Context: an optimization exercise on an open-source flow, tuned for small area, a short achievable clock period and few clock cycles. The choices shown serve that exercise and are no tape-out recipe.
Only simulation tests tie the RTL to the original design; equivalence was not proved.
No activity file was given, so power comes from the tool's default toggle rates.

--- flow/design.v ---
module MU0(in_data, rst_n, clk,
           out_data, out_address, memrq, rnw);
    input  [15:0] in_data;
    input         rst_n, clk;
    output [15:0] out_data;
    output [11:0] out_address;
    output        memrq, rnw;
    reg         ex;      
    reg         fe;      
    reg         rs;      
    reg         ka, ub, sb;
    reg         sel;     
    reg  [15:0] ir;
    reg  [11:0] pc;
    reg  [15:0] acc;
    wire [3:0] op   = ir[15:12];
    wire       hop  = op[3] | (op[2:0] == 3'b111);
    wire       dop  = ~op[3] & ~op[2];
    wire       jop  = ~op[3] & op[2] & ~(op[1] & op[0]);
    assign out_address = sel ? ir[11:0] : pc;
    assign memrq       = fe | rs | (ex & ~hop);
    assign rnw         = ~(ex & (op == 4'b0001));
    assign out_data    = acc;
    wire [15:0] a_op  = ka ? acc : 16'd0;
    wire [15:0] b_op  = ub ? ir  : 16'd0;
    wire [16:0] sum   = {a_op, 1'b1} + {b_op, sb};
    wire [15:0] acc_n = sum[16:1];
    wire        pc_en = fe | (ex & jop);
    wire [3:0]  nop   = in_data[15:12];
    wire        ntake = (nop[1:0] == 2'b00) |
                        (nop[1:0] == 2'b01 & ~acc_n[15]) |
                        (nop[1:0] == 2'b10 & (|acc_n));
    wire        sel_n = ~(ex & dop) & ~nop[3] & (~nop[2] | ntake);
    wire        sub_x = ex & (op == 4'b0011);
    always @(posedge clk) begin
        ir  <= in_data ^ {16{sub_x}};
        acc <= acc_n;
        if (~rst_n) begin
            ex  <= 1'b0;
            fe  <= 1'b0;
            rs  <= 1'b1;
            ka  <= 1'b0;
            ub  <= 1'b0;
            sb  <= 1'b0;
            sel <= 1'b0;
            pc  <= 12'd0;
        end else begin
            ex  <= fe | rs | (ex & jop);
            fe  <= ex & dop;
            rs  <= 1'b0;
            ka  <= ~(ex & (op == 4'b0000));
            ub  <= ex & dop & (op[1:0] != 2'b01);
            sb  <= sub_x;
            sel <= sel_n;
            if (pc_en)
                pc <= out_address + 12'd1;
        end
    end
endmodule
--- flow/flow/run.sh ---
#!/bin/bash
set -euo pipefail
bash standard.sh BUFFER_PORTS_ARGS="-buffer_cell sky130_fd_sc_hd__buf_1" finish > standard.log 2>&1
--- flow/standard.sh ---
#!/bin/bash
# synth_recipe.tcl (not shown) runs the flow's synth.tcl, then flattens the netlist and writes it again
# the make line also repeats each setting of config.mk as NAME=value (left out here)
make -C /OpenROAD-flow-scripts/flow DESIGN_CONFIG=/design/flow/config.mk WORK_HOME=/design/flow/orfs CLKGATE_MAP_FILE= SYNTH_SCRIPT=/design/flow/synth_recipe.tcl "${@:-finish}"
--- flow/config.mk ---
export PLATFORM = sky130hd
export DESIGN_NAME = MU0
export DESIGN_NICKNAME = MU0
export VERILOG_FILES = /design/flow/design.v
export SDC_FILE = /design/flow/constraint.sdc
export NUM_CORES = 4
export LEC_CHECK = 0
export CAP_MARGIN = 20
export CORE_MARGIN = 2
export CORE_UTILIZATION = 40
export SETUP_SLACK_MARGIN = 1.5
export SLEW_MARGIN = 20
--- flow/constraint.sdc ---
create_clock -name core_clock -period 4.5 [get_ports {clk}]
set_input_delay 0.9000 -clock core_clock [delete_from_list [all_inputs] [get_ports {clk}]]
set_output_delay 0.9000 -clock core_clock [all_outputs]
set_load 0.01 [all_outputs]
==> results of run 1 <==
final timing paths:
| check | startpoint | end | cells past startpoint |
|---|---|---|---|
| min reg2reg | pc[3] | pc[3] | 2 |
| min | pc[3] | pc[3] | 2 |
| max reg2reg | ka | sel | 11 |
| max | ka | sel | 11 |
final cells by class:
type                       count  area share [%]
tap                           99           3.675
timing repair buffer          54           6.719
inverter                      15           1.670
multi-input combinational    240           54.79
clock inverter                 2          0.4826
sequential                    51           30.51
clock buffer                   6           2.153
flip-flops by register name (all words and copies together) (netlist names):
signal and count:
acc 16, ir 16, pc 12, ex 1, fe 1, ka 1
rs 1, sb 1, sel 1, ub 1
metrics by stage:
step | hold WS (ns) | instance area, sq um
global route | 0.5225 | 3371
detailed placement | 0.4607 | 3163
global placement | 0.4480 | 3163
CTS | 0.4879 | 3257
floorplan | 0.4333 | 2900
finish | 0.4933 | 3371
per-layer routing:
metal | GRT usage, % | up-vias | routed length [um]
li1 | - | 1205 | -
met4 | 4.071 | 0 | 73
met5 | 0 | - | 0
met3 | 3.509 | 9 | 256
met2 | 28.15 | 61 | 3127
met1 | 23.20 | 1095 | 3329
power by group through the flow:
stage / Sequential [mW] / Clock (mW) / Combinational (mW)
finish: 0.485 / 0.277 / 0.106
global route: 0.488 / 0.302 / 0.117
floorplan: 0.491 / 0 / 0.0714
detailed placement: 0.498 / 0 / 0.0993
global placement: 0.497 / 0 / 0.0987
CTS: 0.487 / 0.280 / 0.0999
cells in the mapped netlist (all sizes together), types with 6 or more instances:
cell    number  area, sq um
clkbuf       6        22.52
and2        32        200.2
nand2        9        33.78
xor2        22        192.7
ha          16        200.2
nand3       10        50.05
a21oi       23        118.9
dfxtp       51         1021
inv         15        56.30
mux2        10        112.6
xnor2       17        156.4
nor2        28        105.1
what timing repair did:
item,4_1_cts,5_1_grt
resized for setup,3,16
pin swaps,0,2
endpoints found under the setup margin,1,1
buffers inserted,0,6
critical path: stages, from the launching register on:
cell and delay (ns):
dfxtp_4 0.41, clkbuf_4 0.19, and2_1 0.14, ha_2 0.29, or2_1 0.25, a21oi_2 0.17, a21oi_2 0.06, xor2_1 0.17
or4b_1 0.55, nor4_2 0.25, a41o_1 0.22, a2111oi_2 0.06
cells by family after synthesis:
family | synth area share (%)
mux | 4.918
xor+xnor | 12.04
flops | 35.20
compound gates | 15.57
fa+ha+maj | 7.593
simple gates | 21.18
buf+inv | 3.494
==> summary.md, run 1 <==
| Metric | Value |
|---|---|
| Commonest non-fill, non-tap cell in the layout | dfxtp_1 |
| # clock sinks | 51 |
| Initial antenna violation count | 0 |
| Switching power | 239.2 uW |
| Cells after Synth | 316 |
| Via count | 2,370 |
| Pwr Density | 257.7 mW/mm^2 |
| Post-route core utilization | 47.23% |
| DIE AREA | 0.007948 sq mm |
| Core area | 0.007137 sq mm |
| Fmax achieved | 347.6 MHz |
| CP startpoint kind | flip-flop |
| Routed len/inst | 14.53 um |
| RePlAce Congestion | 0.8917 |
| Fraction of power consumed by sequential logic | 55.9% |
| Leakage | 1.453 nW |
| Hold Fails Final Rpt | 0 |
| # DRC | 0 |
| Crit share post-route | 63.93% |
| Worst reg-to-reg setup slack | 1.62 ns |
| Area delta synth->final | 16.22% |
| Combinational Power Share | 12.2% |
| Crit Path Category | flip-flop to flip-flop |
| Vias in the first global route | 2,125 |
| GRT overflow | 0 |
| # fillers | 729 |
| Net Sw Frac | 27.54% |
| Synth Cell Area | 0.002900 sq mm |
| Initial core utilization | 40.64% |
| CTS buffer count | 5 |
| Port buffer count | 47 |
| Bufs on Longest Clock Path | 2 |
| Tmin final | 2.877 ns |
| MaxCap Viol Count | 0 |
| Vias per std cell | 5.075 |
| DRT Wirelength | 6.787 mm |
| FF+latch area | 0.001028 sq mm |
| Count of cell types in the netlist | 56 |
| CTS hold repair buffers | 0 |
| Synth Flop Type | dfxtp_1 |
| I/O pin total | 48 |
| Area of the multi-input gates | 0.001847 sq mm |
| Slew at the pin closest to its max-slew limit | 0.9558 ns |
| Final-stage net count | 402 |
| Clock Tree Root | clkbuf_8 |
| Ant. Diodes | 0 |
| Hold WC Path Type | flip-flop to flip-flop |
| Initial drt markers | 123 |
| Yosys warnings | 1 |
| Flops & latches, synth | 51 |
| Die W | 89.15 um |
| Slew headroom | 36.28% |
| Synth async-reset ratio | 0% |
| Cell Int Power | 629.4 uW |
| Fin cells | 467 |
| Commonest cells after routing, fill and taps aside | 49 x dfxtp_1, 47 x buf_1, 32 x and2_1, 28 x nor2_1, 22 x xor2_1 |
| Avg Inst Size Synth | 9.178 sq um |
| Final Setup Violations | 0 |
| CTS tree | built |
| Required time worst endpoint | 4.69 ns |
| CP max FO | 8 |
| Share of cells above drive strength 1 | 13.32% |
| Fin worst setup slack | 1.623 ns |
| Status | no timing/DRC/antenna violations |
| Worst-path clk slew | 0.10 ns |
| Worst clock skew | 0.008333 ns |
| Tot Pwr | 868.6 uW |
| Sequential-to-total area share from yosys stat | 35.20% |
| Fin. max-slew vios | 0 |
| Setup WS pre-CTS | 1.305 ns |
| Largest net degree at the start of global routing | 24 |
| Global-route wire length before repair | 10.41 mm |
| CTS H-tree lvls | 2 |
| Die height | 89.15 um |
| Peak VDD IR | 0.0001205 V |
| Synth Net Count | 351 |
| Critical Path Sink Type | flip-flop |
| Remaining antenna violation count | 0 |
| EDFF count, synth | 0 |
| Unrepaired setup endpoints after global routing | no |
| Setup TNS | 0 ns |
| Overall global routing resource usage | 17.15% |
| Skew-Pair Late Insertion Delay | 0.31 ns |
| Core Rows | 31 |
| Dpl cells | 453 |
| Post-DP HPWL | 5.106 mm |
| Clk network pwr share | 31.9% |
| DRT Pass-1 Iters | 4 |
| Critical Path AT | 3.06 ns |
Testbench counts, summed over its fixed seeds: cycles 33,132.
==> inputs of run 2 (changes only) <==
--- a/flow/design.v
+++ b/flow/design.v
@@ -25,11 +25,13 @@
     wire [15:0] b_op  = ub ? ir  : 16'd0;
     wire [16:0] sum   = {a_op, 1'b1} + {b_op, sb};
     wire [15:0] acc_n = sum[16:1];
+    wire [15:0] zk    = {a_op[14:0] | b_op[14:0], sb};
+    wire        acc_nz = |(a_op ^ b_op ^ zk);
     wire        pc_en = fe | (ex & jop);
     wire [3:0]  nop   = in_data[15:12];
     wire        ntake = (nop[1:0] == 2'b00) |
                         (nop[1:0] == 2'b01 & ~acc_n[15]) |
-                        (nop[1:0] == 2'b10 & (|acc_n));
+                        (nop[1:0] == 2'b10 & acc_nz);
     wire        sel_n = ~(ex & dop) & ~nop[3] & (~nop[2] | ntake);
     wire        sub_x = ex & (op == 4'b0011);
     always @(posedge clk) begin
--- a/flow/config.mk
+++ b/flow/config.mk
@@ -8,5 +8,5 @@
 export CAP_MARGIN = 20
 export CORE_MARGIN = 2
 export CORE_UTILIZATION = 40
-export SETUP_SLACK_MARGIN = 1.5
+export SETUP_SLACK_MARGIN = 2.3
 export SLEW_MARGIN = 20
==> summary.md, run 2 <==
| Metric | Value |
|---|---|
| Hold WC Path Type | flip-flop to flip-flop |
| CTS tree | built |
| Top cell type's share of synthesized area | 31.53% |
| CP max FO | 2 |
| MaxCap Viol Count | 0 |
| Fraction of power consumed by sequential logic | 49.1% |
| Count of cell types in the netlist | 51 |
| Yosys warnings | 1 |
| Slew at the pin closest to its max-slew limit | 0.9433 ns |
| Commonest cells after routing, fill and taps aside | 44 x dfxtp_1, 39 x nand2_1, 37 x inv_1, 33 x buf_1, 30 x buf_4 |
| Worst reg-to-reg setup slack | 2.25 ns |
| Setup WS pre-CTS | 1.784 ns |
| Synth area leaders | dfxtp_1 32%, ha_1 12%, xnor2_1 7.6% |
| Vias in the first global route | 2,781 |
| DRT Pass-1 Iters | 4 |
| Synth Cell Area | 0.003238 sq mm |
| R2R depth | 11 |
| Area delta synth->final | 33.50% |
| Crit share post-route | 51.83% |
| Via count | 2,828 |
| Post-route core utilization | 55.65% |
| Initial drt markers | 67 |
| Min Hold Slack | 0.4783 ns |
| Port buffer count | 47 |
| Global-route wire length before repair | 13.01 mm |
| Die W | 93.98 um |
| Regs by FF count | acc x16, ir x16, pc x12 |
| Critical Path AT | 1.43 ns |
| Bufs on Longest Clock Path | 2 |
| Initial core utilization | 41.69% |
| Vias per std cell | 5.041 |
| CTS buffer count | 5 |
| Clock Tree Root | clkbuf_8 |
| Post-DP HPWL | 5.797 mm |
| Slew headroom | 37.11% |
| Core Rows | 32 |
| Top post-synthesis cells by count | 51 x dfxtp_1, 41 x nand2_1, 40 x inv_1, 33 x a21oi_1, 31 x ha_1 |
| Avg Inst Size Synth | 8.455 sq um |
| RePlAce Congestion | 0.8211 |
| Min-delay src | pc[10] |
| Hold EP | pc[10] |
| Switching power | 265.4 uW |
| Routed len/inst | 15.12 um |
| Worst clock skew | 0.01058 ns |
| Sequential-to-total area share from yosys stat | 31.53% |
| Die height | 93.98 um |
| Unrepaired setup endpoints after global routing | yes |
| Critical Path Sink Type | output port |
| DIE AREA | 0.008831 sq mm |
| Synth Flop Type | dfxtp_1 |
| Worst setup path start | ir[15] |
| # clock sinks | 51 |
| Leading area contributor after synthesis | dfxtp_1 |
| # fillers | 724 |
| R2R Path End | acc[14] |
| Tot Pwr | 1.001 mW |
| CTS H-tree lvls | 2 |
| DP Area | 0.003471 sq mm |
| Fin cells | 561 |
| DRT Wirelength | 8.481 mm |
| Combinational Power Share | 18.8% |
| EDFF count, synth | 0 |
| Largest net degree at the start of global routing | 17 |
| Skew-Pair Late Insertion Delay | 0.31 ns |
| Setup TNS | 0 ns |
| Fin. max-slew vios | 0 |
| Fmax achieved | 428.8 MHz |
| Pwr Density | 231.6 mW/mm^2 |
| Cell Int Power | 735.7 uW |
| Clk network pwr share | 32.1% |
| Net Sw Frac | 26.51% |
| Cells after Synth | 383 |
| Status | no timing/DRC/antenna violations |
| Ant. Diodes | 0 |
| Final Setup Violations | 0 |
| Leakage | 1.947 nW |
| Synth async-reset ratio | 0% |
| Commonest non-fill, non-tap cell in the layout | dfxtp_1 |
| Share of cells above drive strength 1 | 26.36% |
| Top-count cell post-synth | dfxtp_1 |
| Flops & latches, synth | 51 |
| Remaining antenna violation count | 0 |
| I/O pin total | 48 |
| Tmin final | 2.332 ns |
| # DRC | 0 |
| Worst-path clk slew | 0.09 ns |
| Area of the multi-input gates | 0.002282 sq mm |
| Hold Fails Final Rpt | 0 |
| Fin worst setup slack | 2.168 ns |
| Dpl cells | 517 |
| Crit Path Category | flip-flop to output port |
| Peak VDD IR | 0.0001099 V |
| Worst R2R Start | ub |
| Overall global routing resource usage | 19.05% |
| Initial antenna violation count | 0 |
| FF+latch area | 0.001037 sq mm |
| Final-stage net count | 509 |
| Synth Net Count | 433 |
| Hold Crit Depth | 2 |
| GRT overflow | 0 |
| Core area | 0.007767 sq mm |
| Final instance area | 0.004323 sq mm |
| Required time worst endpoint | 3.60 ns |
| CP startpoint kind | flip-flop |
run 2: cell type report:
class / instances / share of cell area (%)
multi-input combinational: 276 / 52.79
sequential: 51 / 23.99
timing repair buffer: 84 / 14.18
inverter: 41 / 3.618
tap: 102 / 2.952
clock buffer: 5 / 1.592
clock inverter: 2 / 0.8683
run 2: power by group through the flow:
stage          clock, mW  combinational, mW  sequential [mW]
2_1_floorplan          0             0.0832            0.492
3_5_place_dp           0              0.107            0.504
4_1_cts            0.330              0.172            0.491
6_report           0.322              0.188            0.491
5_1_grt            0.344              0.203            0.494
3_3_place_gp           0              0.106            0.503
run 2: how the worst max path moves through the flow:
stage	end	slack, ns	cells after the start
after floorplan	sel	2.30	11
after CTS	memrq	2.16	4
after global placement	sel	1.91	9
after detailed placement	sel	1.78	9
after global routing	memrq	2.13	4
final	memrq	2.17	4
run 2: cells by family (layout without fill, tap and decap cells):
logic type | Yosys count | count (layout) | synth area share [%]
compound gates | 72 | 72 | 14.76
xor+xnor | 50 | 50 | 13.52
fa+ha+maj | 32 | 32 | 12.60
buf+inv | 56 | 132 | 7.187
flops | 51 | 51 | 31.53
mux | 12 | 12 | 3.980
simple gates | 110 | 110 | 16.42
run 2: what timing repair did:
action,CTS,global route
hold buffers,0,0
pin swaps,13,14
setup endpoints to repair,34,22
setup buffers,21,15
cloned,1,0
resized for setup,71,35
run 2: per-layer routing:
| layer | part of all wire [%] | track usage, % |
|---|---|---|
| met1 | 44 | 22.99 |
| met2 | 50 | 33.27 |
| met3 | 4.4 | 4.254 |
| met4 | 2.0 | 6.401 |
| met5 | 0 | 0 |
run 2: worst max-delay path, stage by stage, from the launching register on:
cell and delay (ns):
dfxtp_2 0.34, nand2b_4 0.14, nor2_4 0.04, or4_4 0.48, buf_6 0.14
Testbench counts of run 2, summed over its fixed seeds: cycles 33,132.
==> inputs of run 3 (changes only) <==
--- a/flow/config.mk
+++ b/flow/config.mk
@@ -8,5 +8,5 @@
 export CAP_MARGIN = 20
 export CORE_MARGIN = 2
 export CORE_UTILIZATION = 40
-export SETUP_SLACK_MARGIN = 2.3
+export SETUP_SLACK_MARGIN = 2.6
 export SLEW_MARGIN = 20
==> summary.md, run 3 <==
| Metric | Value |
|---|---|
| Status | no timing/DRC/antenna violations |
| Final instance area | 0.004623 sq mm |
| DIE AREA | 0.008831 sq mm |
| Hold Crit Depth | 2 |
| Skew-Pair Late Insertion Delay | 0.31 ns |
| Port buffer count | 47 |
| Net Sw Frac | 28.72% |
| Slew headroom | 65.17% |
| Largest net degree at the start of global routing | 17 |
| CTS hold repair buffers | 0 |
| Critical path buffers and inverters | 1 |
| CP max FO | 2 |
| # DRC | 0 |
| Global-route wire length before repair | 13.61 mm |
| Slowest Stage Delay on Critical Path | 0.48 ns |
| Hold WC Path Type | flip-flop to flip-flop |
| Sequential-to-total area share from yosys stat | 31.53% |
| Hold Fails Final Rpt | 0 |
| Crit path capture | memrq |
| Leakage | 2.058 nW |
| Worst clock skew | 0.005869 ns |
| Regs by FF count | acc x16, ir x16, pc x12 |
| Vias in the first global route | 2,918 |
| DRT Wirelength | 8.800 mm |
| Routed len/inst | 15.28 um |
| I/O pin total | 48 |
| CTS tree | built |
| Clock Tree Root | clkbuf_8 |
| Commonest cells after routing, fill and taps aside | 44 x dfxtp_1, 34 x nand2_1, 34 x buf_1, 34 x buf_4, 33 x inv_1 |
| Initial drt markers | 142 |
| Synth area leaders | dfxtp_1 32%, ha_1 12%, xnor2_1 7.6% |
| Multiplexer area fraction after synthesis | 3.980% |
| Count of cell types in the netlist | 51 |
| Worst R2R Start | ub |
| CP max-delay cell | or4_4 |
| Final-stage net count | 523 |
| Worst-path clk slew | 0.10 ns |
| Required time worst endpoint | 3.60 ns |
| Vias per std cell | 5.099 |
| Core area | 0.007767 sq mm |
| Fmax achieved | 425.5 MHz |
| Unrepaired setup endpoints after global routing | yes |
| Ant. Diodes | 0 |
| Overall global routing resource usage | 19.71% |
| CP startpoint kind | flip-flop |
| Final Setup Violations | 0 |
| R2R depth | 11 |
| MaxCap Viol Count | 0 |
| Crit share post-route | 52.22% |
| CTS H-tree lvls | 2 |
| Post-DP HPWL | 5.734 mm |
| Via count | 2,937 |
| Remaining antenna violation count | 0 |
| Cell Int Power | 703.1 uW |
| Critical Path Stages | 4 |
| Worst setup path start | ir[15] |
| DP Area | 0.003606 sq mm |
| XOR/XNOR Fraction of Synth Area | 13.52% |
| Slew at the pin closest to its max-slew limit | 0.5218 ns |
| Fin. max-slew vios | 0 |
| R2R Path End | sel |
| # fillers | 706 |
| EDFF count, synth | 0 |
| Bufs on Longest Clock Path | 2 |
| Tot Pwr | 986.4 uW |
| Fraction of power consumed by sequential logic | 50.0% |
| Area delta synth->final | 42.77% |
| Delay-heaviest family, CP | simple AND/OR/NAND/NOR gates |
| Synth Net Count | 433 |
| Commonest non-fill, non-tap cell in the layout | dfxtp_1 |
| # clock sinks | 51 |
| Yosys warnings | 1 |
| Flops & latches, synth | 51 |
| Largest family of logic cells by synthesized area | simple AND/OR/NAND/NOR gates |
| Leading area contributor after synthesis | dfxtp_1 |
| Worst reg-to-reg setup slack | 2.24 ns |
| Tmin final | 2.350 ns |
| Share of cells above drive strength 1 | 34.81% |
| Top post-synthesis cells by count | 51 x dfxtp_1, 41 x nand2_1, 40 x inv_1, 33 x a21oi_1, 31 x ha_1 |
| Core Rows | 32 |
| GRT overflow | 0 |
| Top-count cell post-synth | dfxtp_1 |
| Crit Path Category | flip-flop to output port |
| Critical-path cell list | nand2b_4 > nor2_4 > or4_4 > buf_6 |
| Top cell type's share of synthesized area | 31.53% |
| Initial antenna violation count | 0 |
| Clk network pwr share | 30.0% |
| Synth Flop Type | dfxtp_1 |
| CTS buffer count | 5 |
| Critical Path Sink Type | output port |
| RePlAce Congestion | 0.7810 |
| Critical Path AT | 1.45 ns |
| Peak VDD IR | 0.0001168 V |
| Synth async-reset ratio | 0% |
| Switching power | 283.3 uW |
| Die W | 93.98 um |
| DRT Pass-1 Iters | 4 |
| Cells after Synth | 383 |
| Avg Inst Size Synth | 8.455 sq um |
| Adder-cell area share of the yosys netlist | 12.60% |
| Synth Area in Simple Gates | 16.42% |
| Die height | 93.98 um |
| Synth Cell Area | 0.003238 sq mm |
| Complex-gate fraction of the synthesized area | 14.76% |
| Combinational Power Share | 20.0% |
| Pwr Density | 213.3 mW/mm^2 |
| Setup TNS | 0 ns |
| Initial core utilization | 41.69% |
-- run 3: area by class of cell --
cell class	instances	area (sq um)	share of cell area, %
inverter	41	156.4	3.383
timing repair buffer	98	742.0	16.05
clock buffer	6	82.58	1.786
tap	102	127.6	2.760
multi-input combinational	276	2461	53.23
clock inverter	2	16.27	0.3518
sequential	51	1037	22.44
-- run 3: worst min-delay path by stage --
| stage | startpoint | to | slack (ns) |
|---|---|---|---|
| final | pc[6] | pc[6] | 0.48 |
| after global routing | pc[6] | pc[6] | 0.51 |
| after CTS | pc[6] | pc[6] | 0.48 |
| after detailed placement | pc[2] | pc[2] | 0.46 |
| after global placement | pc[8] | pc[8] | 0.45 |
| after floorplan | rs | ex | 0.44 |
-- run 3: per-layer routing --
| metal | part of all wire [%] | track usage, % |
|---|---|---|
| met1 | 45 | 25.45 |
| met2 | 49 | 33.51 |
| met3 | 4.6 | 3.612 |
| met4 | 1.5 | 5.676 |
| met5 | 0 | 0 |
-- run 3: cells by family (layout without fill, tap and decap cells) --
logic type | Yosys count | in the layout
muxes | 12 | 12
and+or+nand+nor | 110 | 110
AOI/OAI and AO/OA | 72 | 72
adders and majority gates | 32 | 32
DFF | 51 | 51
xor gates and xnor gates | 50 | 50
buffers and inverters | 56 | 147
-- run 3: worst reg2reg max path, cell delays in order, from the launching register on --
cell and delay (ns):
dfxtp_4 0.39, buf_8 0.15, buf_4 0.13, nand2_2 0.08, inv_2 0.05, ha_4 0.26, buf_4 0.14, xnor2_1 0.12
nor3_1 0.23, nand4_1 0.13, o31a_1 0.26, a211o_1 0.22
-- run 3: metrics by stage --
stage               setup slack (ns)  util (%)  hold slack, ns  std cells
finish                         2.150     59.52          0.4786        576
global route                   2.101     59.52          0.5104        576
CTS                            2.156     55.80          0.4813        565
detailed placement             1.834     46.42          0.4634        518
global placement               1.867     46.42          0.4512        518
floorplan                      2.404         -          0.4423        383
-- run 3: what timing repair did --
action                                  4_1_cts  5_1_grt
pin swaps                                    18       18
gates resized for setup                      80       46
endpoints found under the setup margin       54       37
buffers inserted                             39       11
cloned                                        0        0
hold endpoints to repair                      0        0
-- run 3: power groups by stage --
stage / logic, mW / registers [mW] / clock network [mW]
2_1_floorplan: 0.0914 / 0.493 / 0
3_3_place_gp: 0.112 / 0.506 / 0
3_5_place_dp: 0.112 / 0.506 / 0
4_1_cts: 0.177 / 0.492 / 0.303
5_1_grt: 0.211 / 0.496 / 0.322
6_report: 0.197 / 0.494 / 0.295
==> inputs of run 4 (changes only) <==
--- a/flow/config.mk
+++ b/flow/config.mk
@@ -8,5 +8,5 @@
 export CAP_MARGIN = 20
 export CORE_MARGIN = 2
 export CORE_UTILIZATION = 40
-export SETUP_SLACK_MARGIN = 2.6
+export SETUP_SLACK_MARGIN = 2.0
 export SLEW_MARGIN = 20
==> summary.md, run 4 <==
| Metric | Value |
|---|---|
| Avg Inst Size Synth | 8.455 sq um |
| Routed len/inst | 14.09 um |
| Initial antenna violation count | 0 |
| CP startpoint kind | flip-flop |
| Area delta synth->final | 11.13% |
| Postcts setup bufs | 0 |
| Core area | 0.007767 sq mm |
| Status | no timing/DRC/antenna violations |
| Final-stage net count | 473 |
| # fillers | 806 |
| Vias in the first global route | 2,562 |
| Clock Tree Root | clkbuf_8 |
| DRT Wirelength | 7.398 mm |
| Setup TNS | 0 ns |
| Pwr Density | 256.5 mW/mm^2 |
| Clk network pwr share | 34.8% |
| Switching power | 242.8 uW |
| Leading area contributor after synthesis | dfxtp_1 |
| Top cell type's share of synthesized area | 31.53% |
| Final Setup Violations | 0 |
| RePlAce Congestion | 0.7990 |
| Worst clock skew | 0.005135 ns |
| Remaining antenna violation count | 0 |
| Slew at the pin closest to its max-slew limit | 0.9658 ns |
| Tmin final | 2.428 ns |
| CTS tree | built |
| Port buffer count | 47 |
| Area of the multi-input gates | 0.001993 sq mm |
| Worst-path clk slew | 0.10 ns |
| Share of cells above drive strength 1 | 6.619% |
| Fin. max-slew vios | 0 |
| # DRC | 0 |
| Hold WC Path Type | flip-flop to flip-flop |
| Crit share post-route | 53.96% |
| GRT overflow | 0 |
| DRT Pass-1 Iters | 4 |
| Overall global routing resource usage | 17.74% |
| CTS H-tree lvls | 2 |
| Peak VDD IR | 0.0001464 V |
| Top post-synthesis cells by count | 51 x dfxtp_1, 41 x nand2_1, 40 x inv_1, 33 x a21oi_1, 31 x ha_1 |
| Hold Fails Final Rpt | 0 |
| Fraction of power consumed by sequential logic | 53.5% |
| Critical Path Sink Type | flip-flop |
| Slew headroom | 35.61% |
| Post-DP HPWL | 5.742 mm |
| Die height | 93.98 um |
| MaxCap Viol Count | 0 |
| CP max FO | 16 |
| Synth area leaders | dfxtp_1 32%, ha_1 12%, xnor2_1 7.6% |
| Via count | 2,607 |
| Vias per std cell | 4.966 |
| Cells after Synth | 383 |
| Initial core utilization | 41.69% |
| DIE AREA | 0.008831 sq mm |
| Initial drt markers | 106 |
| Synth Net Count | 433 |
| Ant. Diodes | 0 |
| Unrepaired setup endpoints after global routing | yes |
| Crit Path Category | flip-flop to flip-flop |
| EDFF count, synth | 0 |
| Bufs on Longest Clock Path | 2 |
| Cell Int Power | 680.0 uW |
| Sequential-to-total area share from yosys stat | 31.53% |
| I/O pin total | 48 |
| Required time worst endpoint | 4.70 ns |
| Skew-Pair Late Insertion Delay | 0.30 ns |
| FF+latch area | 0.001032 sq mm |
| Commonest cells after routing, fill and taps aside | 46 x dfxtp_1, 46 x buf_1, 41 x nand2_1, 40 x inv_1, 33 x a21oi_1 |
| Synth async-reset ratio | 0% |
| Min Hold Slack | 0.4646 ns |
| Largest net degree at the start of global routing | 21 |
| Count of cell types in the netlist | 51 |
| CTS buffer count | 5 |
| Leakage | 1.676 nW |
| Combinational Power Share | 11.7% |
| Global-route wire length before repair | 12.30 mm |
| DP Area | 0.003471 sq mm |
| Core Rows | 32 |
| Regs by FF count | acc x16, ir x16, pc x12 |
| Synth Cell Area | 0.003238 sq mm |
| Yosys warnings | 1 |
| Synth Flop Type | dfxtp_1 |
| # clock sinks | 51 |
| Final instance area | 0.003598 sq mm |
| Net Sw Frac | 26.31% |
| Die W | 93.98 um |
| Fmax achieved | 411.8 MHz |
| Top-count cell post-synth | dfxtp_1 |
| Flops & latches, synth | 51 |
| Critical Path AT | 2.63 ns |
## run 4: cells by family (layout without fill, tap and decap cells)
| logic type | count (synthesis) | in the layout | share of synthesized area, % |
|---|---|---|---|
| AND/OR/NAND/NOR | 110 | 110 | 16.42 |
| AO/OA/AOI/OAI | 72 | 72 | 14.76 |
| multiplexers | 12 | 12 | 3.980 |
| adder cells (fa/ha/maj) | 32 | 32 | 12.60 |
| buffers and inverters | 56 | 96 | 7.187 |
| XOR/XNOR | 50 | 50 | 13.52 |
| flip-flops | 51 | 51 | 31.53 |
## run 4: routing by layer
metal / global-route usage [%] / share of wire, % / up-vias
met1: 24.16 / 49 / 1203
li1: - / - / 1359
met2: 28.87 / 47 / 40
met3: 3.371 / 3.5 / 5
met5: 0 / 0 / -
met4: 4.469 / 1.0 / 0
## run 4: cell type report
type,instances,area share (%)
flip-flops and latches,51,28.69
multi-input cells,276,55.39
clock inverters,2,1.043
well taps,102,3.547
clock buffers,5,1.912
inverters,41,4.277
repair buffers,48,5.146
## run 4: final timing paths
kind,depth (start not counted),end,slack [ns],start
max,9,sel,2.07,ka
min,2,pc[8],0.46,pc[8]
max reg2reg,9,sel,2.07,ka
min reg2reg,2,pc[8],0.46,pc[8]
## run 4: repair_timing
item / 4_1_cts / 5_1_grt
endpoints found under the setup margin: 18 / 10
gates resized for setup: 5 / 5
hold buffers: 0 / 0
pin swaps: 0 / 1
## run 4: power groups by stage
| stage | Clock [mW] | Combinational [mW] | Sequential (mW) |
|---|---|---|---|
| after global routing | 0.351 | 0.120 | 0.498 |
| after floorplan | 0 | 0.0825 | 0.492 |
| after global placement | 0 | 0.106 | 0.503 |
| after CTS | 0.332 | 0.108 | 0.494 |
| after detailed placement | 0 | 0.107 | 0.504 |
| final | 0.322 | 0.108 | 0.494 |
## run 4: worst max-delay path, cell delays in order (launching register included)
cell	delay [ns]
dfxtp_4	0.46
and2_1	0.19
inv_1	0.08
fa_1	0.43
nor2b_1	0.18
o31a_1	0.22
a41oi_2	0.19
o21ai_2	0.23
nor4_1	0.08
a211o_1	0.26
## run 4: through the flow
stage | power (mW) | util, % | setup WS, ns | std cells
after floorplan | 0.5747 | - | 2.035 | 383
after global placement | 0.6094 | 44.68 | 1.904 | 518
after detailed placement | 0.6108 | 44.68 | 1.757 | 518
after CTS | 0.9339 | 46.18 | 1.989 | 525
after global routing | 0.9686 | 46.33 | 1.874 | 525
final | 0.9228 | 46.33 | 2.072 | 525
==> inputs of run 5 (changes only) <==
==> flow/design.v (replaced) <==
module MU0(in_data, rst_n, clk,
           out_data, out_address, memrq, rnw);
    input  [15:0] in_data;
    input         rst_n, clk;
    output [15:0] out_data;
    output [11:0] out_address;
    output        memrq, rnw;
    reg         ex;      
    reg         fe;      
    reg         rs;      
    reg         sel;     
    reg         ka;      
    reg         ub;      
    reg         sb;      
    reg  [15:0] ir;
    reg  [11:0] pc;
    reg  [15:0] acc;
    wire [3:0] op   = ir[15:12];
    wire       hop  = op[3] | (op[2:0] == 3'b111);
    wire       dop  = ~op[3] & ~op[2];
    wire       jop  = ~op[3] & op[2] & ~(op[1] & op[0]);
    assign out_address = sel ? ir[11:0] : pc;
    assign memrq       = fe | rs | (ex & ~hop);
    assign rnw         = ~(ex & (op == 4'b0001));
    assign out_data    = acc;
    wire [15:0] a_op  = ka ? acc : 16'd0;
    wire [15:0] b_op  = (ub ? in_data : 16'd0) ^ {16{sb}};
    wire [16:0] sum   = {a_op, 1'b1} + {b_op, sb};
    wire [15:0] acc_n = sum[16:1];
    wire        pc_en = fe | (ex & jop);
    wire        nex   = fe | rs | (ex & jop);
    wire [3:0]  nop   = in_data[15:12];
    wire        neg   = acc[15] & ~rs;
    wire        nz    = (|acc) & ~rs;
    wire        ntake = (nop[1:0] == 2'b00) |
                        (nop[1:0] == 2'b01 & ~neg) |
                        (nop[1:0] == 2'b10 & nz);
    wire        sel_n = ~(ex & dop) & ~nop[3] & (~nop[2] | ntake);
    always @(posedge clk) begin
        ir  <= in_data;
        acc <= acc_n;
        if (~rst_n) begin
            ex  <= 1'b0;
            fe  <= 1'b0;
            rs  <= 1'b1;
            sel <= 1'b0;
            ka  <= 1'b0;
            ub  <= 1'b0;
            sb  <= 1'b0;
            pc  <= 12'd0;
        end else begin
            ex  <= nex;
            fe  <= ex & dop;
            rs  <= 1'b0;
            sel <= sel_n;
            ka  <= ~(nex & (nop == 4'b0000));
            ub  <= nex & ~nop[3] & ~nop[2] & (nop[1:0] != 2'b01);
            sb  <= nex & (nop == 4'b0011);
            if (pc_en)
                pc <= out_address + 12'd1;
        end
    end
endmodule
==> summary.md, run 5 <==
| Metric | Value |
|---|---|
| Status | no timing/DRC/antenna violations |
| Area delta synth->final | 15.65% |
| Global-route wire length before repair | 11.24 mm |
| Worst reg-to-reg setup slack | 2.01 ns |
| Ant. Diodes | 0 |
| Pwr Density | 278.8 mW/mm^2 |
| Initial antenna violation count | 0 |
| Worst R2R Start | sb |
| # fillers | 735 |
| Top post-synthesis cells by count | 51 x dfxtp_1, 49 x nand2_1, 23 x xnor2_1, 21 x a21oi_1, 17 x and2_1 |
| Tmin final | 2.557 ns |
| Initial drt markers | 111 |
| GRT met3 Usage | 3.018% |
| Post-DP HPWL | 5.197 mm |
| Leading area contributor after synthesis | dfxtp_1 |
| Critical Path Sink Type | flip-flop |
| Slew at the pin closest to its max-slew limit | 1.035 ns |
| Crit share post-route | 56.83% |
| Count of cell types in the netlist | 56 |
| Top cell type's share of synthesized area | 34.33% |
| Overall global routing resource usage | 16.78% |
| GRT overflow | 0 |
| Top-count cell post-synth | dfxtp_1 |
| MaxCap Viol Count | 0 |
| Die W | 90.23 um |
| Skew-Pair Late Insertion Delay | 0.30 ns |
| Remaining antenna violation count | 0 |
| Hold Crit Depth | 2 |
| Crit Path Category | primary input to flip-flop |
| R2R depth | 7 |
| Vias in the first global route | 2,338 |
| Fmax achieved | 391.0 MHz |
| Slew headroom | 30.69% |
| Clock Tree Root | clkbuf_8 |
| Synth Flop Type | dfxtp_1 |
| Fin. max-slew vios | 0 |
| CP max FO | 5 |
| EDFF count, synth | 0 |
| RePlAce Congestion | 0.8791 |
| GR Util met2 | 26.25% |
| Core Rows | 31 |
| Share of cells above drive strength 1 | 13.47% |
| Worst clock skew | 0.007686 ns |
| I/O pin total | 48 |
| Port buffer count | 47 |
| CTS buffer count | 5 |
| Final Setup Violations | 0 |
| CP max-delay cell | ha_1 |
| # DRC | 0 |
| Via count | 2,487 |
| Commonest non-fill, non-tap cell in the layout | dfxtp_1 |
| Regs by FF count | acc x16, ir x16, pc x12 |
| Delay-heaviest family, CP | compound AO/OA/AOI/OAI gates |
| Synth area leaders | dfxtp_1 34%, xnor2_1 6.8%, ha_1 6.7% |
| GR peak layer | met2 |
| Synth Cell Area | 0.002974 sq mm |
| Commonest cells after routing, fill and taps aside | 48 x dfxtp_1, 47 x nand2_1, 43 x buf_1, 21 x xnor2_1, 19 x a21oi_1 |
| Critical Path AT | 2.77 ns |
| Leakage | 1.500 nW |
| R2R Path End | acc[14] |
| Tot Pwr | 959.1 uW |
| Peak VDD IR | 0.0001235 V |
| DRT Wirelength | 6.885 mm |
| Initial core utilization | 41.22% |
| Synth async-reset ratio | 0% |
| Final-stage net count | 419 |
| Slowest Stage Delay on Critical Path | 0.37 ns |
| Worst-path clk slew | 0.10 ns |
| CTS tree | built |
| Critical-path cell list | buf_8 > nand2_4 > xnor2_2 > ha_1 > a21o_1 > a221oi_4 > o211ai_2 > a31o_1 > a311oi_2 |
| CTS H-tree lvls | 2 |
| Hold WC Path Type | flip-flop to flip-flop |
| Required time worst endpoint | 4.72 ns |
| Largest net degree at the start of global routing | 20 |
| CP startpoint kind | primary input |
| Avg Inst Size Synth | 8.851 sq um |
| Flops & latches, synth | 51 |
| Min-delay src | pc[1] |
| Critical path buffers and inverters | 1 |
| # clock sinks | 51 |
| Bufs on Longest Clock Path | 2 |
| Hold Fails Final Rpt | 0 |
| Core area | 0.007214 sq mm |
| Hold EP | pc[1] |
| Vias per std cell | 5.128 |
| Cells after Synth | 336 |
| Yosys warnings | 1 |
| Die height | 90.23 um |
| Sequential-to-total area share from yosys stat | 34.33% |
| Routed len/inst | 14.20 um |
| Setup TNS | 0 ns |
| Synth Net Count | 370 |
| GR Util met1 | 23.86% |
| Unrepaired setup endpoints after global routing | yes |
| DRT Pass-1 Iters | 4 |
| DIE AREA | 0.008141 sq mm |
-- run 5: changes by cell type after synthesis, sizes merged, moves of 6 or more --
cell,previous run,this run
xor2,22,9
nand2,41,49
and2,11,17
inv,41,9
nor2,19,13
ha,31,16
a21oi,33,21
-- run 5: layer usage --
| layer | vias up | part of all wire [%] |
|---|---|---|
| met4 | 0 | 0.68 |
| met2 | 40 | 45 |
| met3 | 4 | 3.3 |
| met5 | - | 0 |
| met1 | 1149 | 51 |
| li1 | 1294 | - |
-- run 5: layout make-up --
cell class                 count  area, sq um  share of cell area [%]
multi-input combinational    266         1927                   56.02
sequential                    51         1027                   29.87
timing repair buffer          52        229.0                   6.657
tap                           99        123.9                   3.601
clock buffer                   6        82.58                   2.401
inverter                       9        33.78                  0.9822
clock inverter                 2        16.27                  0.4729
-- run 5: through the flow --
stage	hold WS (ns)	instances	cell area (sq um)	setup slack (ns)	utilization, %
5_1_grt	0.4906	485	3440	1.911	47.68
6_report	0.4664	485	3440	1.943	47.68
3_3_place_gp	0.4381	472	3226	1.629	44.71
3_5_place_dp	0.4464	472	3226	1.592	44.71
2_1_floorplan	0.4312	336	2982	1.920	-
4_1_cts	0.4604	482	3353	2.009	46.48
-- run 5: cell families after synthesis --
| family | after synthesis | share of synthesized area [%] |
|---|---|---|
| flip-flops | 51 | 34.33 |
| AO/OA/AOI/OAI | 71 | 17.71 |
| XOR/XNOR | 33 | 10.18 |
| buffers and inverters | 19 | 3.029 |
| adder cells (fa/ha/maj) | 16 | 6.731 |
| multiplexers | 14 | 5.217 |
| AND/OR/NAND/NOR | 132 | 22.80 |
-- run 5: repair_timing --
item	4_1_cts	5_1_grt
resized for setup	7	19
setup buffers	2	3
hold buffers	0	0
endpoints found under the setup margin	24	7
pin swaps	2	13
-- run 5: worst max path at each step --
stage                      from      end  slack, ns  cells after the start
finish               in_data[2]  acc[14]       1.94                      9
global route         in_data[2]  acc[14]       1.91                      9
CTS                 in_data[11]  acc[14]       2.01                      9
detailed placement   in_data[3]  acc[14]       1.59                      9
global placement    in_data[11]  acc[14]       1.63                      9
floorplan           in_data[11]  acc[14]       1.92                      8
-- run 5: tightest hold or removal path, cell delays in order, from the launching register on --
cell and delay [ns]:
dfxtp_1 0.32, nand2_1 0.05, a21oi_1 0.05
-- run 5: report_power, final --
part	internal [mW]	total, mW	switching (mW)
logic	0.0722	0.165	0.0928
registers	0.481	0.512	0.0310
clock network	0.126	0.282	0.156
total	0.679	0.959	0.280
Testbench counts of run 5, summed over its fixed seeds: cycles 33,132.
==> inputs of run 6 (changes only) <==
--- a/flow/config.mk
+++ b/flow/config.mk
@@ -5,6 +5,7 @@
 export SDC_FILE = /design/flow/constraint.sdc
 export NUM_CORES = 4
 export LEC_CHECK = 0
+export ABC_AREA = 1
 export CAP_MARGIN = 20
 export CORE_MARGIN = 2
 export CORE_UTILIZATION = 40
==> summary.md, run 6 <==
| Metric | Value |
|---|---|
| Worst R2R Start | ub |
| Slew at the pin closest to its max-slew limit | 0.7033 ns |
| Crit share post-route | 52.12% |
| Post-DP HPWL | 5.551 mm |
| Ant. Diodes | 0 |
| DRT Pass-1 Iters | 5 |
| CTS buffer count | 5 |
| Skew-Pair Late Insertion Delay | 0.30 ns |
| Count of cell types in the netlist | 35 |
| Switching power | 267.2 uW |
| Worst-path clk slew | 0.09 ns |
| CP max FO | 13 |
| Global-route wire length before repair | 11.81 mm |
| Vias per std cell | 4.601 |
| Port buffer count | 47 |
| Bufs on Longest Clock Path | 2 |
| Fraction of power consumed by sequential logic | 52.0% |
| RePlAce Congestion | 0.8622 |
| Avg Inst Size Synth | 6.817 sq um |
| Final Setup Violations | 0 |
| Regs by FF count | acc x16, ir x16, pc x12 |
| Core Rows | 32 |
| Peak VDD IR | 0.0001258 V |
| Commonest cells after routing, fill and taps aside | 139 x nand2_1, 73 x inv_1, 49 x dfxtp_1, 47 x buf_1, 35 x nor2_1 |
| Synth Flop Type | dfxtp_1 |
| Via count | 2,802 |
| Fmax achieved | 426.4 MHz |
| Flops & latches, synth | 51 |
| CP startpoint kind | flip-flop |
| Tmin final | 2.345 ns |
| Hold WC Path Type | flip-flop to flip-flop |
| Tot Pwr | 957.4 uW |
| Required time worst endpoint | 3.60 ns |
| Unrepaired setup endpoints after global routing | no |
| Synth Net Count | 498 |
| Synth async-reset ratio | 0% |
| Top cell type's share of synthesized area | 32.28% |
| Worst clock skew | 0.004623 ns |
| Core area | 0.007687 sq mm |
| Worst reg-to-reg setup slack | 2.21 ns |
| DIE AREA | 0.008635 sq mm |
| Initial drt markers | 111 |
| Share of cells above drive strength 1 | 7.101% |
| Final-stage net count | 541 |
| Die height | 92.93 um |
| GRT overflow | 0 |
| Routed len/inst | 11.68 um |
| Clock Tree Root | clkbuf_8 |
| Die W | 92.93 um |
| CTS tree | built |
| DRT Wirelength | 7.113 mm |
| I/O pin total | 48 |
| # clock sinks | 51 |
| Critical Path AT | 1.45 ns |
| Synth Cell Area | 0.003163 sq mm |
| Largest net degree at the start of global routing | 24 |
| Synth area leaders | dfxtp_1 32%, nand2_1 16%, inv_1 8.7% |
| Hold Crit Depth | 2 |
| Area delta synth->final | 10.80% |
| Hold Fails Final Rpt | 0 |
| Clk network pwr share | 32.9% |
| MaxCap Viol Count | 0 |
| Sequential-to-total area share from yosys stat | 32.28% |
| Status | no timing/DRC/antenna violations |
| Net Sw Frac | 27.91% |
| Crit Path Category | flip-flop to output port |
| Dpl cells | 602 |
| Yosys warnings | 1 |
| Commonest non-fill, non-tap cell in the layout | nand2_1 |
| Slew headroom | 53.00% |
| EDFF count, synth | 0 |
| Pwr Density | 273.2 mW/mm^2 |
| Top-count cell post-synth | nand2_1 |
| Leakage | 1.898 nW |
| Remaining antenna violation count | 0 |
| # DRC | 0 |
| Setup TNS | 0 ns |
| Vias in the first global route | 2,644 |
| R2R depth | 11 |
| Combinational Power Share | 15.1% |
| Hold EP | pc[1] |
| R2R Path End | acc[10] |
| Leading area contributor after synthesis | dfxtp_1 |
| Top post-synthesis cells by count | 139 x nand2_1, 73 x inv_1, 51 x dfxtp_1, 35 x nor2_1, 26 x xor2_1 |
| Postcts setup bufs | 0 |
| Min-delay src | pc[1] |
| Initial core utilization | 41.15% |
| Cell Int Power | 690.2 uW |
| Fin. max-slew vios | 0 |
| CTS H-tree lvls | 2 |
| Cells after Synth | 464 |
| Initial antenna violation count | 0 |
| Critical Path Sink Type | output port |
| Fin cells | 609 |
| Overall global routing resource usage | 17.14% |
run 6: power by group through the flow:
| stage | registers, mW | logic [mW] | clock network, mW |
|---|---|---|---|
| global placement | 0.508 | 0.144 | 0 |
| floorplan | 0.505 | 0.104 | 0 |
| detailed placement | 0.508 | 0.145 | 0 |
| global route | 0.501 | 0.163 | 0.349 |
| finish | 0.498 | 0.144 | 0.315 |
| CTS | 0.498 | 0.146 | 0.329 |
run 6: cells by family (layout without fill, tap and decap cells):
| logic type | after synthesis | count (layout) | synth area share [%] |
|---|---|---|---|
| buffers and inverters | 86 | 129 | 11.23 |
| xor gates and xnor gates | 31 | 31 | 8.584 |
| adders and majority gates | 16 | 16 | 6.329 |
| AOI/OAI and AO/OA | 43 | 43 | 7.555 |
| and+or+nand+nor | 237 | 237 | 34.02 |
| DFF | 51 | 51 | 32.28 |
run 6: cell type report:
cell class	instances	area, sq um
clock buffers	5	68.82
clock inverters	2	37.54
fillers	840	4183
inverters	75	281.5
multi-input cells	327	1787
flip-flops and latches	51	1026
well taps	102	127.6
repair buffers	47	176.4
run 6: per-layer routing:
layer | routed length [um] | share of wire [%] | vias up | global-route usage, %
met5 | 0 | 0 | - | 0
met2 | 3366 | 47 | 60 | 30.01
met1 | 3414 | 48 | 1222 | 21.68
met4 | 83 | 1.2 | 0 | 4.902
li1 | - | - | 1513 | -
met3 | 248 | 3.5 | 7 | 2.766
run 6: worst max path at each step:
stage | end | cells past startpoint | slack, ns | start
finish | out_address[11] | 5 | 2.15 | sel
global route | acc[10] | 11 | 2.00 | ub
CTS | out_address[11] | 5 | 2.04 | sel
detailed placement | acc[13] | 11 | 1.92 | in_data[12]
global placement | acc[10] | 12 | 1.91 | in_data[3]
floorplan | acc[10] | 11 | 2.25 | in_data[3]
run 6: critical path, stage by stage (launching register included):
cell and delay [ns]:
dfxtp_4 0.44, inv_2 0.13, or2_1 0.22, o21ai_0 0.11
inv_1 0.10, buf_1 0.14
run 6: metrics by stage:
step	hold WS (ns)	util, %	worst slack (ns)	instance area (sq um)
after floorplan	0.4746	-	2.253	3163
after global placement	0.4980	44.14	1.910	3393
after detailed placement	0.5170	44.14	1.917	3393
after CTS	0.5387	45.56	2.044	3502
after global routing	0.5961	45.59	2.003	3505
final	0.5296	45.59	2.155	3505
run 6: repair_timing:
action                                  in CTS  in global routing
resized for setup                            2                  1
endpoints found under the setup margin       2                  1
pin swaps                                    0                  0
hold buffers                                 0                  0
==> inputs of run 7 (changes only) <==
--- a/flow/config.mk
+++ b/flow/config.mk
@@ -9,5 +9,5 @@
 export CAP_MARGIN = 20
 export CORE_MARGIN = 2
 export CORE_UTILIZATION = 40
-export SETUP_SLACK_MARGIN = 2.0
+export SETUP_SLACK_MARGIN = 1.8
 export SLEW_MARGIN = 20
==> summary.md, run 7 <==
| Metric | Value |
|---|---|
| Commonest cells after routing, fill and taps aside | 139 x nand2_1, 73 x inv_1, 49 x dfxtp_1, 47 x buf_1, 35 x nor2_1 |
| CP startpoint kind | flip-flop |
| Synth async-reset ratio | 0% |
| # DRC | 0 |
| Synth Flop Type | dfxtp_1 |
| Area delta synth->final | 10.72% |
| Flops & latches, synth | 51 |
| R2R depth | 11 |
| Top cell type's share of synthesized area | 32.28% |
| Core area | 0.007687 sq mm |
| Yosys warnings | 1 |
| CTS buffer count | 5 |
| Initial antenna violation count | 0 |
| DRT Pass-1 Iters | 5 |
| Vias per std cell | 4.601 |
| Avg Inst Size Synth | 6.817 sq um |
| Port buffer count | 47 |
| Ant. Diodes | 0 |
| Routed len/inst | 11.67 um |
| Remaining antenna violation count | 0 |
| Critical-path cell list | inv_2 > or2_1 > o21ai_0 > inv_1 > buf_1 |
| # fillers | 839 |
| Hold EP | pc[1] |
| Largest net degree at the start of global routing | 24 |
| Setup TNS | 0 ns |
| Skew-Pair Late Insertion Delay | 0.30 ns |
| CTS tree | built |
| Initial drt markers | 114 |
| Status | no timing/DRC/antenna violations |
| Sequential-to-total area share from yosys stat | 32.28% |
| Worst reg-to-reg setup slack | 2.21 ns |
| Slew headroom | 53.00% |
| Worst R2R Start | ub |
| Tot Pwr | 957.7 uW |
| Synth area leaders | dfxtp_1 32%, nand2_1 16%, inv_1 8.7% |
| Cells after Synth | 464 |
| Fin worst setup slack | 2.068 ns |
| Leakage | 1.898 nW |
| R2R Path End | acc[10] |
| Top-count cell post-synth | nand2_1 |
| Critical Path Sink Type | output port |
| Initial core utilization | 41.15% |
| Worst clock skew | 0.004621 ns |
| Required time worst endpoint | 3.60 ns |
| DRT Wirelength | 7.105 mm |
| GRT overflow | 0 |
| CP max FO | 13 |
| RePlAce Congestion | 0.8622 |
| Synth Net Count | 498 |
| Fin cells | 609 |
| Bufs on Longest Clock Path | 2 |
| Min-delay src | pc[1] |
| Critical path buffers and inverters | 3 |
| Delay-heaviest family, CP | flip-flops |
| Post-DP HPWL | 5.551 mm |
| Peak VDD IR | 0.0001258 V |
| Share of cells above drive strength 1 | 7.101% |
| Clock Tree Root | clkbuf_8 |
| Synth Cell Area | 0.003163 sq mm |
| Leading area contributor after synthesis | dfxtp_1 |
| Core Rows | 32 |
| Via count | 2,802 |
| Crit Path Category | flip-flop to output port |
| Worst-path clk slew | 0.09 ns |
| Hold Fails Final Rpt | 0 |
| Pwr Density | 273.5 mW/mm^2 |
| Commonest non-fill, non-tap cell in the layout | nand2_1 |
| Count of cell types in the netlist | 35 |
| Setup WS pre-CTS | 1.917 ns |
| Fmax achieved | 411.1 MHz |
| DIE AREA | 0.008635 sq mm |
| CTS hold repair buffers | 0 |
| MaxCap Viol Count | 0 |
| Critical Path AT | 1.53 ns |
| EDFF count, synth | 0 |
| Overall global routing resource usage | 17.14% |
| CTS H-tree lvls | 2 |
| Hold WC Path Type | flip-flop to flip-flop |
| Top post-synthesis cells by count | 139 x nand2_1, 73 x inv_1, 51 x dfxtp_1, 35 x nor2_1, 26 x xor2_1 |
| CP max-delay cell | dfxtp_2 |
| Global-route wire length before repair | 11.81 mm |
| Final Setup Violations | 0 |
| Final-stage net count | 541 |
| Dpl cells | 602 |
| # clock sinks | 51 |
| Unrepaired setup endpoints after global routing | no |
| Slew at the pin closest to its max-slew limit | 0.7033 ns |
| Regs by FF count | acc x16, ir x16, pc x12 |
| Slowest Stage Delay on Critical Path | 0.48 ns |
| Tmin final | 2.432 ns |
| Die height | 92.93 um |
| Die W | 92.93 um |
| Fin. max-slew vios | 0 |
| I/O pin total | 48 |
| Vias in the first global route | 2,644 |
| Hold Crit Depth | 2 |
| Crit share post-route | 54.05% |
-- run 7: cell counts after synthesis --
Identical to the previous run, type by type.
-- run 7: area by class of cell --
class                   count  area (sq um)  area share, %
multi-input cells         327          1787          51.02
flip-flops and latches     51          1023          29.22
inverters                  75         281.5          8.039
repair buffers             47         176.4          5.038
well taps                 102         127.6          3.644
clock buffers               5         68.82          1.965
clock inverters             2         37.54          1.072
-- run 7: cells by family after synthesis --
logic type      count (synthesis)  share of synthesized area (%)
compound gates                 43                          7.555
xor+xnor                       31                          8.584
fa+ha+maj                      16                          6.329
buf+inv                        86                          11.23
flops                          51                          32.28
simple gates                  237                          34.02
-- run 7: power breakdown --
part	switching (mW)	leakage (nW)	total, mW	internal, mW
sequential	0.0203	0.422	0.498	0.478
combinational	0.0943	1.43	0.144	0.0501
clock	0.153	0.0502	0.315	0.163
total	0.267	1.90	0.958	0.690
-- run 7: worst max-delay path by stage --
stage / start / to / depth (start not counted) / slack, ns
after detailed placement: in_data[12] / acc[13] / 11 / 1.92
after global placement: in_data[3] / acc[10] / 12 / 1.91
after global routing: sel / out_address[11] / 5 / 1.96
after floorplan: in_data[3] / acc[10] / 11 / 2.25
after CTS: sel / out_address[11] / 5 / 1.84
final: sel / out_address[11] / 5 / 2.07
-- run 7: timing repair --
| item | 4_1_cts | 5_1_grt |
|---|---|---|
| setup buffers | 0 | 0 |
| resized for setup | 0 | 2 |
| setup endpoints to repair | 0 | 5 |
-- run 7: worst register-to-register path, stage by stage (launching register included) --
cell,delay (ns)
dfxtp_1,0.66
nand2_1,0.13
xor2_1,0.16
inv_1,0.09
ha_1,0.35
a21oi_1,0.25
nor2_1,0.06
nor2_1,0.08
nand2_1,0.13
nand2_1,0.09
nand2_1,0.06
xor2_1,0.13
-- run 7: metal layers --
layer  up-vias  track usage (%)  routed length, um
li1       1513                -                  -
met5         -                0                  0
met2        58            30.01               3367
met3         7            2.766                250
met4         0            4.902                 83
met1      1224            21.68               3404
-- run 7: stage by stage --
| step | hold slack (ns) | area [sq um] | util (%) |
|---|---|---|---|
| after floorplan | 0.4746 | 3163 | - |
| after global placement | 0.4980 | 3393 | 44.14 |
| after detailed placement | 0.5170 | 3393 | 44.14 |
| after CTS | 0.5387 | 3500 | 45.52 |
| after global routing | 0.5961 | 3502 | 45.56 |
| final | 0.5296 | 3502 | 45.56 |
==> inputs of run 8 (changes only) <==
--- a/flow/config.mk
+++ b/flow/config.mk
@@ -9,5 +9,5 @@
 export CAP_MARGIN = 20
 export CORE_MARGIN = 2
 export CORE_UTILIZATION = 40
-export SETUP_SLACK_MARGIN = 1.8
+export SETUP_SLACK_MARGIN = 2.4
 export SLEW_MARGIN = 20
==> summary.md, run 8 <==
| Metric | Value |
|---|---|
| Status | no timing/DRC/antenna violations |
| Global-route wire length before repair | 12.69 mm |
| Synth Cell Area | 0.003163 sq mm |
| Core area | 0.007687 sq mm |
| Fraction of power consumed by sequential logic | 49.3% |
| Tmin final | 2.144 ns |
| Critical Path Sink Type | output port |
| Max Used Layer | met4 |
| Initial core utilization | 41.15% |
| Fin worst setup slack | 2.356 ns |
| Sequential-to-total area share from yosys stat | 32.28% |
| GRT overflow | 0 |
| Die height | 92.93 um |
| Fin. max-slew vios | 0 |
| EDFF count, synth | 0 |
| Crit Path Category | flip-flop to output port |
| Net Sw Frac | 28.92% |
| Count of cell types in the netlist | 35 |
| Slowest Stage Delay on Critical Path | 0.40 ns |
| Setup TNS | 0 ns |
| Hold WC Path Type | flip-flop to flip-flop |
| Hold Crit Depth | 2 |
| Vias in the first global route | 2,758 |
| Leakage | 2.166 nW |
| # DRC | 0 |
| Top post-synthesis cells by count | 139 x nand2_1, 73 x inv_1, 51 x dfxtp_1, 35 x nor2_1, 26 x xor2_1 |
| MaxCap Viol Count | 0 |
| Slew headroom | 58.87% |
| Final-stage net count | 558 |
| DRT Pass-1 Iters | 6 |
| Hold Fails Final Rpt | 0 |
| WL met1 | 3.692 mm |
| CP max-delay cell | dfxtp_4 |
| Pwr Density | 239.3 mW/mm^2 |
| Cell Int Power | 719.2 uW |
| Cells after Synth | 464 |
| Area delta synth->final | 33.66% |
| Largest net degree at the start of global routing | 24 |
| Peak VDD IR | 0.0001639 V |
| Bufs on Longest Clock Path | 2 |
| Switching power | 292.6 uW |
| Initial antenna violation count | 0 |
| CTS tree | built |
| Ant. Diodes | 0 |
| Critical-path cell list | inv_8 > or2_1 > o21ai_2 > inv_1 > buf_2 |
| Worst clock skew | 0.007330 ns |
| Regs by FF count | acc x16, ir x16, pc x12 |
| Overall global routing resource usage | 18.22% |
| Required time worst endpoint | 3.60 ns |
| CTS buffer count | 5 |
| Yosys warnings | 1 |
| DRT Wirelength | 8.262 mm |
| Skew-Pair Late Insertion Delay | 0.31 ns |
| Crit share post-route | 47.63% |
| Dpl cells | 602 |
| Port buffer count | 47 |
| Synth Flop Type | dfxtp_1 |
| Fmax achieved | 466.5 MHz |
| Die W | 92.93 um |
| Initial drt markers | 125 |
| Post-DP HPWL | 5.792 mm |
| Slew at the pin closest to its max-slew limit | 0.6169 ns |
| Synth async-reset ratio | 0% |
| Core Rows | 32 |
| I/O pin total | 48 |
| Top cell type's share of synthesized area | 32.28% |
| Routed len/inst | 13.20 um |
| Setup WS pre-CTS | 1.971 ns |
| Remaining antenna violation count | 0 |
| WL met3 | 307 um |
| Share of cells above drive strength 1 | 31.30% |
| CP startpoint kind | flip-flop |
| Synth area leaders | dfxtp_1 32%, nand2_1 16%, inv_1 8.7% |
| Avg Inst Size Synth | 6.817 sq um |
| R2R depth | 11 |
| Final Setup Violations | 0 |
| Combinational Power Share | 18.9% |
| Flops & latches, synth | 51 |
| Leading area contributor after synthesis | dfxtp_1 |
| # clock sinks | 51 |
| Vias per std cell | 4.867 |
| Top-count cell post-synth | nand2_1 |
| Unrepaired setup endpoints after global routing | yes |
| Routed length on met2 | 4.115 mm |
| Worst-path clk slew | 0.10 ns |
| Via count | 3,047 |
| CTS H-tree lvls | 2 |
| Commonest cells after routing, fill and taps aside | 108 x nand2_1, 67 x inv_1, 44 x dfxtp_1, 34 x nand2_2, 31 x nor2_1 |
| Commonest non-fill, non-tap cell in the layout | nand2_1 |
| Critical Path AT | 1.24 ns |
| Synth Net Count | 498 |
| DIE AREA | 0.008635 sq mm |
| RePlAce Congestion | 0.8685 |
| Clock Tree Root | clkbuf_8 |
| Fin cells | 626 |
| CP max FO | 4 |
| Clk network pwr share | 31.8% |
run 8: cell type report:
cell class                 instances  area [sq um]
clock buffer                       5         68.82
tap                              102         127.6
timing repair buffer              64         396.6
clock inverter                     2         37.54
sequential                        51          1035
inverter                          75         289.0
fill                             755          3460
multi-input combinational        327          2273
run 8: path summary, 6_finish.rpt:
check             startpoint               to  slack (ns)
hold / removal         pc[1]            pc[1]        0.53
setup reg to reg          ub          acc[10]        2.44
setup / recovery         sel  out_address[11]        2.36
hold reg to reg        pc[1]            pc[1]        0.53
run 8: power groups by stage:
stage / clock, mW / combinational, mW / sequential (mW)
5_1_grt: 0.346 / 0.210 / 0.503
6_report: 0.322 / 0.191 / 0.499
3_3_place_gp: 0 / 0.159 / 0.509
4_1_cts: 0.327 / 0.171 / 0.498
3_5_place_dp: 0 / 0.161 / 0.510
2_1_floorplan: 0 / 0.117 / 0.505
run 8: what timing repair did:
action | 4_1_cts | 5_1_grt
pin swaps | 5 | 43
gates resized for setup | 23 | 95
hold buffers | 0 | 0
setup endpoints to repair | 27 | 23
setup buffers | 4 | 13
run 8: cells by family (layout without fill, tap and decap cells):
| family | count (synthesis) | count (layout) | share of synthesized area, % |
|---|---|---|---|
| buffers and inverters | 86 | 146 | 11.23 |
| adders and majority gates | 16 | 16 | 6.329 |
| DFF | 51 | 51 | 32.28 |
| xor gates and xnor gates | 31 | 31 | 8.584 |
| AOI/OAI and AO/OA | 43 | 43 | 7.555 |
| and+or+nand+nor | 237 | 237 | 34.02 |
run 8: critical path, delay by kind of cell (launching register included):
family,cells,cell delay [ns]
AND/OR/NAND/NOR,1,0.24
AO/OA/AOI/OAI,1,0.07
flip-flops,1,0.40
buffers and inverters,3,0.23
run 8: per-stage QoR:
step	utilization [%]	total power, mW	hold WS, ns	cell area [sq um]
after global routing	55.00	1.059	0.5897	4228
after CTS	49.72	0.9960	0.5383	3822
final	55.00	1.012	0.5267	4228
after global placement	47.07	0.6679	0.4980	3618
after detailed placement	47.07	0.6707	0.5162	3618
after floorplan	-	0.6220	0.4746	3388
run 8: routing by layer:
layer | up-vias | track usage [%]
li1 | 1541 | -
met1 | 1417 | 23.71
met2 | 78 | 30.80
met3 | 11 | 2.604
met4 | 0 | 6.250
met5 | - | 0
==> inputs of run 9 (changes only) <==
--- a/flow/config.mk
+++ b/flow/config.mk
@@ -9,5 +9,5 @@
 export CAP_MARGIN = 20
 export CORE_MARGIN = 2
 export CORE_UTILIZATION = 40
-export SETUP_SLACK_MARGIN = 2.4
+export SETUP_SLACK_MARGIN = 2.6
 export SLEW_MARGIN = 20
==> summary.md, run 9 <==
| Metric | Value |
|---|---|
| Status | no timing/DRC/antenna violations |
| Critical Path AT | 2.41 ns |
| Synth async-reset ratio | 0% |
| Initial antenna violation count | 0 |
| Pwr Density | 218.7 mW/mm^2 |
| Area of the multi-input gates | 0.002490 sq mm |
| Routed len/inst | 13.01 um |
| Commonest cells after routing, fill and taps aside | 86 x nand2_1, 68 x inv_1, 44 x dfxtp_1, 38 x nand2_2, 30 x nor2_1 |
| Tmin final | 2.196 ns |
| Sequential-to-total area share from yosys stat | 32.28% |
| Worst setup path start | in_data[9] |
| Overall global routing resource usage | 18.79% |
| Min-delay src | ir[15] |
| Worst R2R Start | sb |
| # DRC | 0 |
| Initial core utilization | 41.15% |
| Flops & latches, synth | 51 |
| MaxCap Viol Count | 0 |
| Leading area contributor after synthesis | dfxtp_1 |
| Count of cell types in the netlist | 35 |
| Synth Net Count | 498 |
| Initial drt markers | 140 |
| CP max-delay cell | ha_4 |
| Critical-path cell list | buf_1 > nand2_1 > xor2_1 > inv_1 > ha_4 > nand2_1 > inv_1 > nand3_1 > nor3_1 > nand2_1 > nand3_1 > nand2_1 |
| Delay-heaviest family, CP | simple AND/OR/NAND/NOR gates |
| Yosys warnings | 1 |
| Slew at the pin closest to its max-slew limit | 0.6306 ns |
| Top post-synthesis cells by count | 139 x nand2_1, 73 x inv_1, 51 x dfxtp_1, 35 x nor2_1, 26 x xor2_1 |
| Post-route core utilization | 61.95% |
| Leakage | 2.535 nW |
| Crit share post-route | 48.79% |
| Core Rows | 32 |
| Regs by FF count | acc x16, ir x16, pc x12 |
| Global-route wire length before repair | 13.23 mm |
| Via count | 3,085 |
| Critical path buffers and inverters | 3 |
| CTS buffer count | 5 |
| Hold Fails Final Rpt | 0 |
| Avg Inst Size Synth | 6.817 sq um |
| RePlAce Congestion | 0.8758 |
| Required time worst endpoint | 4.71 ns |
| EDFF count, synth | 0 |
| Skew-Pair Late Insertion Delay | 0.31 ns |
| CP max FO | 4 |
| Worst-path clk slew | 0.10 ns |
| Fmax achieved | 455.5 MHz |
| DRT Pass-1 Iters | 5 |
| Port buffer count | 47 |
| CP startpoint kind | primary input |
| Most used cell, CP | nand2_1 |
| # fillers | 697 |
| Crit Path Category | primary input to flip-flop |
| Area delta synth->final | 50.55% |
| Fin. max-slew vios | 0 |
| Die height | 92.93 um |
| CTS tree | built |
| Core area | 0.007687 sq mm |
| Unrepaired setup endpoints after global routing | yes |
| Peak VDD IR | 0.0001299 V |
| Cells after Synth | 464 |
| Top-count cell post-synth | nand2_1 |
| Top cell type's share of synthesized area | 32.28% |
| Die W | 92.93 um |
| # clock sinks | 51 |
| Synth Flop Type | dfxtp_1 |
| Slew headroom | 57.96% |
| Vias in the first global route | 2,944 |
| Worst clock skew | 0.005074 ns |
| DRT Wirelength | 8.484 mm |
| Final-stage net count | 583 |
| Clock Tree Root | clkbuf_8 |
| Share of cells above drive strength 1 | 39.45% |
| Slowest Stage Delay on Critical Path | 0.32 ns |
| DIE AREA | 0.008635 sq mm |
| Ant. Diodes | 0 |
| Critical Path Sink Type | flip-flop |
| Final Setup Violations | 0 |
| Bufs on Longest Clock Path | 2 |
| Remaining antenna violation count | 0 |
| FF+latch area | 0.001037 sq mm |
| Post-DP HPWL | 5.791 mm |
| CTS hold repair buffers | 0 |
| Setup TNS | 0 ns |
| Hold WC Path Type | flip-flop to flip-flop |
| Largest net degree at the start of global routing | 24 |
| I/O pin total | 48 |
| Commonest non-fill, non-tap cell in the layout | nand2_1 |
| Vias per std cell | 4.732 |
| Synth Cell Area | 0.003163 sq mm |
| GRT overflow | 0 |
| Synth area leaders | dfxtp_1 32%, nand2_1 16%, inv_1 8.7% |
| CTS H-tree lvls | 2 |
-- run 9: cell counts after synthesis --
No cell type changed its count.
-- run 9: report_power, final --
part           internal, mW  leakage, nW  switching [mW]
Clock                 0.126       0.0474           0.161
Sequential            0.477        0.424          0.0237
Combinational         0.126         2.06           0.128
-- run 9: cells by family after synthesis --
logic type	Yosys count	synth area share (%)
fa+ha+maj	16	6.329
simple gates	237	34.02
compound gates	43	7.555
flops	51	32.28
xor+xnor	31	8.584
buf+inv	86	11.23
-- run 9: worst min-delay path: cells and delay by family (launching register included) --
| family | cells | cell delay [ns] |
|---|---|---|
| and+or+nand+nor | 2 | 0.10 |
| DFF | 1 | 0.35 |
| buffers and inverters | 1 | 0.08 |
-- run 9: timing repair --
item,CTS,global route
setup buffers,23,19
setup endpoints to repair,32,35
pin swaps,34,63
hold endpoints to repair,0,0
gates resized for setup,76,118
-- run 9: per-layer routing --
| layer | share of wire, % | track usage (%) | routed length (um) | up-vias |
|---|---|---|---|---|
| met5 | 0 | 0 | 0 | - |
| met4 | 1.3 | 4.534 | 109 | 0 |
| met3 | 2.5 | 2.685 | 216 | 13 |
| met2 | 51 | 33.88 | 4305 | 54 |
| met1 | 45 | 23.48 | 3853 | 1428 |
| li1 | - | - | - | 1590 |
-- run 9: final cells by class --
cell class                      instances  share of cell area [%]
Multi-Input combinational cell        327                   52.29
Timing Repair Buffer                   89                   15.11
Tap cell                              102                   2.680
Clock inverter                          2                  0.3416
Clock buffer                            6                   1.734
Sequential cell                        51                   21.78
Inverter                               75                   6.069
-- run 9: path summary, 6_finish.rpt --
kind	endpoint	slack, ns	depth (start not counted)
max	acc[12]	2.30	12
min	fe	0.57	3
max reg2reg	acc[12]	2.46	10
min reg2reg	fe	0.57	3
-- run 9: per-stage QoR --
step	cells	setup slack (ns)	power, mW	hold slack (ns)	cell area, sq um
3_5_place_dp	602	1.965	0.6694	0.5299	3622
3_3_place_gp	602	1.990	0.6675	0.4988	3622
6_report	652	2.304	1.041	0.5690	4762
2_1_floorplan	464	2.363	0.6222	0.4746	3392
4_1_cts	633	2.349	0.9917	0.5613	4169
5_1_grt	652	2.265	1.092	0.6171	4762

Setup slack of run 9, layout unchanged: 2.304 ns with ideal ports, 2.305 ns with driving cells assumed (clock clkbuf_16, inputs buf_2), 1.970 ns with port delays also shifted by the 0.335 ns mid clock arrival.
